This design comes from an exercise in tuning for small area on the open sky130 flow, not from production work.
The RTL was checked by simulation tests, not by an equivalence proof against the original design.
No driver is modelled on the clock port, so clocking that relies on it looks cheaper here than on a real chip.
Power is estimated from default activity; no workload was simulated.

Setup of run 1:
Design pong, start of the top module:
module pong(clk, row, column, left, right, pause, reset, barra, bola);
	input clk;
	input [9:0] row, column;
	input right, left, pause, reset;
	output reg barra;
	output reg bola;
	reg [7:0] lf;
	wire lz = ~|lf[6:0];
	wire tick = lz & ~lf[7];
	wire fb = lf[7] ^ lf[5] ^ lf[4] ^ lf[3] ^ lz;
	reg [9:0] yc;
	reg [8:0] x1c;
	reg [9:1] y1h;
	reg srv, dxn, dyn;
	wire [9:0] y1c = {y1h, srv | ~x1c[0]};
	function [10:0] add10(input [9:0] a, input [9:0] b);
		integer i;
		reg c;
		begin
			c = 1'b0;
			for (i = 0; i < 10; i = i + 1) begin
				add10[i] = a[i] ^ b[i] ^ c;
				c = (a[i] & b[i]) | (a[i] & c) | (b[i] & c);
			end
			add10[10] = c;
		end
	endfunction
	function [9:0] add9(input [8:0] a, input [8:0] b);
		integer i;
		reg c;
		begin
			c = 1'b0;
			for (i = 0; i < 9; i = i + 1) begin
				add9[i] = a[i] ^ b[i] ^ c;
				c = (a[i] & b[i]) | (a[i] & c) | (b[i] & c);
			end
			add9[9] = c;
		end
	endfunction
	function [9:0] step10(input [9:0] v, input d, input e);
		integer i;
		reg c;
		begin
			c = e;
			for (i = 0; i < 10; i = i + 1) begin
				step10[i] = v[i] ^ c;
				c = c & (v[i] ^ d);
			end
		end
	endfunction
	wire [10:0] spc = add10(column, yc);
	wire [9:0] sbr = add9(row[8:0], x1c);
	wire [10:0] sbc = add10(column, y1c);
	wire prow = (row[9:3] == 7'd55) | (row == 10'd448);
	wire pcol = spc[10] & (spc[9:7] == 3'd0) &
		(~spc[6] | (spc[5:3] == 3'd0 & ~(spc[2] & (spc[1] | spc[0]))));
  ...
Size in the first run: roughly 310 cells after synthesis, roughly 41 flip-flops, about 27 I/O pins, about 0.0028 mm2 of cells after synthesis.
==> flow/config.mk <==
export PLATFORM = sky130hd
export DESIGN_NAME = pong
export DESIGN_NICKNAME = pong
export VERILOG_FILES = /design/flow/design.v
export SDC_FILE = /design/flow/constraint.sdc
export NUM_CORES = 4
export LEC_CHECK = 0
export CAP_MARGIN = 20
export CORE_MARGIN = 2
export CORE_UTILIZATION = 70
export GPL_TIMING_DRIVEN = 0
export PLACE_DENSITY = 0.8
export SLEW_MARGIN = 20
==> flow/constraint.sdc <==
create_clock -name core_clock -period 10.0 [get_ports {clk}]
set_input_delay 2.0000 -clock core_clock [delete_from_list [all_inputs] [get_ports {clk}]]
set_output_delay 2.0000 -clock core_clock [all_outputs]
set_load 0.01 [all_outputs]
standard.sh (not shown) runs the stock make flow with config.mk's settings and CLKGATE_MAP_FILE= SYNTH_SCRIPT=/design/flow/synth_recipe.tcl, a recipe that flattens the netlist after the stock synthesis.
==> flow/flow/run.sh <==
#!/bin/bash
# Layout flow: the standard flow (standard.sh) with these changes:
#  - synthesis is ORFS's, except that Yosys's synth runs with -noabc (no
#    quick generic abc pass before the adder extraction), and ORFS's one
#    abc call is replaced by flow/abc_portfolio.tcl, which maps the logic
#    for area with each flow/abc*.abc script (dch + amap and variants) and
#    keeps the smallest netlist; the registers are mapped before any abc
#    call and are those of the standard synthesis;
#  - the port buffers are the smallest buffer, buf_1;
#  - the clock tree is built of clkbuf_4, and flow/post_cts.tcl upsizes
#    to clkbuf_8 the buffers whose clock pins would see too high a slew.
# The make output goes to flow.log here; ORFS's own logs are under orfs/logs.
set -euo pipefail
W=$(pwd)
F=$W/flow
export PF_ABC_DIR=$F
python3 - "$FLOW_HOME/scripts/synth.tcl" "$W/synth_area.tcl" "$F/abc_portfolio.tcl" <<'PY'
import sys
src, dst, pf = sys.argv[1:]
s = open(src).read()
old = "  log_cmd abc {*}$abc_args\n"
assert s.count(old) == 1, "abc call not found in synth.tcl"
open(dst, "w").write(s.replace(old, "  source " + pf + "\n"))
PY
sed "s|source \$::env(SCRIPTS_DIR)/synth.tcl|source $W/synth_area.tcl|" \
	"$W/synth_recipe.tcl" > "$W/synth_recipe_area.tcl"
grep -q 'synth_area.tcl' "$W/synth_recipe_area.tcl"
bash "$W/standard.sh" "SYNTH_SCRIPT=$W/synth_recipe_area.tcl" "SYNTH_ARGS=-noabc" \
	"BUFFER_PORTS_ARGS=-buffer_cell sky130_fd_sc_hd__buf_1" \
	"CTS_ARGS=-sink_clustering_enable -repair_clock_nets -dont_use_dummy_load -buf_list sky130_fd_sc_hd__clkbuf_4 -root_buf sky130_fd_sc_hd__clkbuf_4" \
	"POST_CTS_TCL=$F/post_cts.tcl" finish > "$W/flow.log" 2>&1
==> flow/flow/abc1_dch_amap.abc <==
strash
dch -f
amap
topo
==> flow/flow/abc2_dch_amapm.abc <==
strash
dch -f
amap -m
topo
==> flow/flow/abc3_compress_amap.abc <==
strash
balance -l
resub -K 6 -l
rewrite -l
resub -K 6 -N 2 -l
refactor -l
resub -K 8 -l
balance -l
resub -K 8 -N 2 -l
rewrite -l
resub -K 10 -l
rewrite -z -l
resub -K 10 -N 2 -l
balance -l
resub -K 12 -l
refactor -z -l
resub -K 12 -N 2 -l
rewrite -z -l
balance -l
balance -l
resub -K 6 -l
rewrite -l
resub -K 6 -N 2 -l
refactor -l
resub -K 8 -l
balance -l
resub -K 8 -N 2 -l
rewrite -l
resub -K 10 -l
rewrite -z -l
resub -K 10 -N 2 -l
balance -l
resub -K 12 -l
refactor -z -l
resub -K 12 -N 2 -l
rewrite -z -l
balance -l
dch -f
amap
topo
==> flow/flow/abc4_mfs_amap.abc <==
strash
dch -f
if -K 4 -a
mfs2 -a
strash
dch -f
amap
topo
==> flow/flow/abc5_nf.abc <==
&get -n
&st
&dch -f
&nf -R 1000
&put
topo
==> flow/flow/abc_portfolio.tcl <==
# Replaces ORFS's single abc call in synthesis: maps the logic with each
# flow/abc*.abc script and keeps the netlist with the smallest area. Only
# combinational logic is mapped; the registers are already mapped and are
# not touched.
design -save pf_pre_abc
set pf_best_area -1
foreach pf_script [lsort [glob $::env(PF_ABC_DIR)/abc*.abc]] {
  design -load pf_pre_abc
  log_cmd abc -script $pf_script {*}[lrange $abc_args 2 end]
  set pf_stat [tee -q -s result.string stat {*}$lib_args]
  if { ![regexp {Chip area for module [^:]*: *([0-9.eE+-]+)} $pf_stat -> pf_area] } {
    error "ABC portfolio: no area in stat output"
  }
  puts "ABC portfolio: [file tail $pf_script] area $pf_area"
  if { $pf_best_area < 0 || $pf_area < $pf_best_area } {
    set pf_best_area $pf_area
    set pf_best_script $pf_script
    design -save pf_best
  }
}
design -load pf_best
puts "ABC portfolio: using [file tail $pf_best_script] area $pf_best_area"
Other scripts of this flow, unchanged in this note and not shown: flow/flow/post_cts.tcl
Run 1 completed end to end with timing, DRC and antenna clean.
For run 2, these inputs were changed with respect to run 1:
==> flow/flow/abc10_2xm.abc (new file) <==
strash
dch -f
amap -m
topo
strash
dch -f
amap -m
topo
==> flow/flow/abc11_4x.abc (new file) <==
strash
dch -f
amap
topo
strash
dch -f
amap
topo
strash
dch -f
amap
topo
strash
dch -f
amap
topo
==> flow/flow/abc12_c2x.abc (new file) <==
strash
balance -l
resub -K 6 -l
rewrite -l
resub -K 6 -N 2 -l
refactor -l
resub -K 8 -l
balance -l
resub -K 8 -N 2 -l
rewrite -l
resub -K 10 -l
rewrite -z -l
resub -K 10 -N 2 -l
balance -l
resub -K 12 -l
refactor -z -l
resub -K 12 -N 2 -l
rewrite -z -l
balance -l
dch -f
amap
topo
strash
dch -f
amap
topo
==> flow/flow/abc6_c3.abc (new file) <==
strash
balance -l
resub -K 6 -l
rewrite -l
resub -K 6 -N 2 -l
refactor -l
resub -K 8 -l
balance -l
resub -K 8 -N 2 -l
rewrite -l
resub -K 10 -l
rewrite -z -l
resub -K 10 -N 2 -l
balance -l
resub -K 12 -l
refactor -z -l
resub -K 12 -N 2 -l
rewrite -z -l
balance -l
balance -l
resub -K 6 -l
rewrite -l
resub -K 6 -N 2 -l
refactor -l
resub -K 8 -l
balance -l
resub -K 8 -N 2 -l
rewrite -l
resub -K 10 -l
rewrite -z -l
resub -K 10 -N 2 -l
balance -l
resub -K 12 -l
refactor -z -l
resub -K 12 -N 2 -l
rewrite -z -l
balance -l
balance -l
resub -K 6 -l
rewrite -l
resub -K 6 -N 2 -l
refactor -l
resub -K 8 -l
balance -l
resub -K 8 -N 2 -l
rewrite -l
resub -K 10 -l
rewrite -z -l
resub -K 10 -N 2 -l
balance -l
resub -K 12 -l
refactor -z -l
resub -K 12 -N 2 -l
rewrite -z -l
balance -l
dch -f
amap
topo
==> flow/flow/abc7_cdc.abc (new file) <==
strash
balance -l
resub -K 6 -l
rewrite -l
resub -K 6 -N 2 -l
refactor -l
resub -K 8 -l
balance -l
resub -K 8 -N 2 -l
rewrite -l
resub -K 10 -l
rewrite -z -l
resub -K 10 -N 2 -l
balance -l
resub -K 12 -l
refactor -z -l
resub -K 12 -N 2 -l
rewrite -z -l
balance -l
dc2
balance -l
resub -K 6 -l
rewrite -l
resub -K 6 -N 2 -l
refactor -l
resub -K 8 -l
balance -l
resub -K 8 -N 2 -l
rewrite -l
resub -K 10 -l
rewrite -z -l
resub -K 10 -N 2 -l
balance -l
resub -K 12 -l
refactor -z -l
resub -K 12 -N 2 -l
rewrite -z -l
balance -l
dch -f
amap
topo
==> flow/flow/abc8_2x.abc (new file) <==
strash
dch -f
amap
strash
dch -f
amap
topo
==> flow/flow/abc9_c2m.abc (new file) <==
strash
balance -l
resub -K 6 -l
rewrite -l
resub -K 6 -N 2 -l
refactor -l
resub -K 8 -l
balance -l
resub -K 8 -N 2 -l
rewrite -l
resub -K 10 -l
rewrite -z -l
resub -K 10 -N 2 -l
balance -l
resub -K 12 -l
refactor -z -l
resub -K 12 -N 2 -l
rewrite -z -l
balance -l
balance -l
resub -K 6 -l
rewrite -l
resub -K 6 -N 2 -l
refactor -l
resub -K 8 -l
balance -l
resub -K 8 -N 2 -l
rewrite -l
resub -K 10 -l
rewrite -z -l
resub -K 10 -N 2 -l
balance -l
resub -K 12 -l
refactor -z -l
resub -K 12 -N 2 -l
rewrite -z -l
balance -l
dch -f
amap -m
topo
==> comparison <==
When run 2 is set beside run 1, its global-route wire length before repair turns out to be about 3% larger. Of the two values seen for endpoint of the most critical setup path, y1h[9]$_SDFF_PP1_ was produced by run 2 and y1h[8]$_SDFF_PP0_ by run 1. Relative to run 1, total number of multi-input combinational cells decreased by 5 in run 2. Run 1 -> run 2: remaining antenna violation count delta 0, exact match. Run 2 vs. run 1: worst hold slack down 0.021 ns; design area down 1.4%; reported net switching power up about 1.7%; final critical-path share of the clock period up 3.5 points; via count of the routed design up 15. Summary of run 2 over run 1: clock power -about 2.5%; power -1.6%. Compound-cell area share of the yosys netlist: run 2 vs run 1 up 1.0 points.
> inputs changed (run 2 -> run 3)
-- flow/flow/run.sh --
<<< run 2, line 3
#  - synthesis is ORFS's, except that Yosys's synth runs with -noabc (no
#    quick generic abc pass before the adder extraction), and ORFS's one
#    abc call is replaced by flow/abc_portfolio.tcl, which maps the logic
#    for area with each flow/abc*.abc script (dch + amap and variants) and
#    keeps the smallest netlist; the registers are mapped before any abc
#    call and are those of the standard synthesis;
>>> run 3, line 3
#  - synthesis is ORFS's, except that its one abc call is replaced by
#    flow/abc_portfolio.tcl, which maps the logic for area with each
#    flow/abc*.abc script (dch + amap and variants) and keeps the smallest
#    netlist; the registers are mapped before abc and are those of the
#    standard synthesis;
<<< run 2, line 28
bash "$W/standard.sh" "SYNTH_SCRIPT=$W/synth_recipe_area.tcl" "SYNTH_ARGS=-noabc" \
>>> run 3, line 27
bash "$W/standard.sh" "SYNTH_SCRIPT=$W/synth_recipe_area.tcl" \
removed: flow/flow/abc10_2xm.abc
removed: flow/flow/abc11_4x.abc
removed: flow/flow/abc12_c2x.abc
removed: flow/flow/abc5_nf.abc
removed: flow/flow/abc6_c3.abc
removed: flow/flow/abc7_cdc.abc
removed: flow/flow/abc8_2x.abc
removed: flow/flow/abc9_c2m.abc
## What came out
In the flow results for run 2 and run 3, the placer congestion estimate is smaller on run 2. Against run 2, number of cells produced by synthesis in run 3 rose by a few percent. Each of the runs, namely run 2 and run 3, reached the end of the flow and came out clean. Diff run 2 -> run 3: worst hold slack fell 0.012 ns; final routed wirelength across all metal layers fell 290 um; share of cell area taken by multi-input logic gates fell 1.1 points.
Input changes introduced in run 4 (baseline for comparison: run 3):
-- flow/flow/run.sh --
<<< run 3, line 3
#  - synthesis is ORFS's, except that its one abc call is replaced by
#    flow/abc_portfolio.tcl, which maps the logic for area with each
#    flow/abc*.abc script (dch + amap and variants) and keeps the smallest
#    netlist; the registers are mapped before abc and are those of the
#    standard synthesis;
>>> run 4, line 3
#  - synthesis maps the logic with ABC for area (dch + amap) instead of
#    ORFS's delay script; everything else in synthesis is unchanged, so the
#    registers are those of the standard synthesis;
<<< run 3, line 15
export PF_ABC_DIR=$F
python3 - "$FLOW_HOME/scripts/synth.tcl" "$W/synth_area.tcl" "$F/abc_portfolio.tcl" <<'PY'
import sys
src, dst, pf = sys.argv[1:]
s = open(src).read()
old = "  log_cmd abc {*}$abc_args\n"
assert s.count(old) == 1, "abc call not found in synth.tcl"
open(dst, "w").write(s.replace(old, "  source " + pf + "\n"))
PY
>>> run 4, line 13
sed 's|  log_cmd abc {\*}\$abc_args|  log_cmd abc -script '"$F"'/area.abc {*}[lrange $abc_args 2 end]|' \
	"$FLOW_HOME/scripts/synth.tcl" > "$W/synth_area.tcl"
grep -q 'area.abc' "$W/synth_area.tcl"
==> flow/flow/area.abc (new file) <==
strash
dch -f
amap
topo
removed: flow/flow/abc1_dch_amap.abc
removed: flow/flow/abc2_dch_amapm.abc
removed: flow/flow/abc3_compress_amap.abc
removed: flow/flow/abc4_mfs_amap.abc
removed: flow/flow/abc_portfolio.tcl
Notes after the runs:
- Between run 4 and run 3, the final cell count does not differ in any meaningful way.
- Summary: worst setup margin, run 4 worse than run 3
- Lower multi-input gate share of total cell area among run 3 and run 4: run 3

-- what the ideal ports hide --
How much do the figures lean on ideal ports? The routed layouts below were timed once more, with nothing changed but the port constraints.
Step 1 (the two cells are an assumption about what drives the block):
set clk [get_ports {clk}]
set_driving_cell -lib_cell sky130_fd_sc_hd__clkbuf_16 $clk
set_driving_cell -lib_cell sky130_fd_sc_hd__buf_2 [delete_from_list [all_inputs] $clk]
Step 2 moves the port delays by t, midway between the first and last clock arrival at a register: inputs arrive t later, outputs are due t later. That takes back most of the time a late clock gives input paths.
Slacks: ideal / step 1 / step 2; pairs: ideal / step 1.
run	shift t [ns]	slack for setup (ns)	worst hold slack (ns)	worst setup path at the end
run 1	0.356	1.157 / 1.157 / 1.157	0.455 / 0.455 / 0.455	register to register
run 2	0.375	0.812 / 0.812 / 0.812	0.435 / 0.435 / 0.435	register to register
run 3	0.363	2.056 / 2.056 / 2.056	0.423 / 0.423 / 0.423	register to register
run 4	0.369	0.814 / 0.814 / 0.814	0.449 / 0.449 / 0.449	register to register
After both steps every run listed still meets setup and hold.
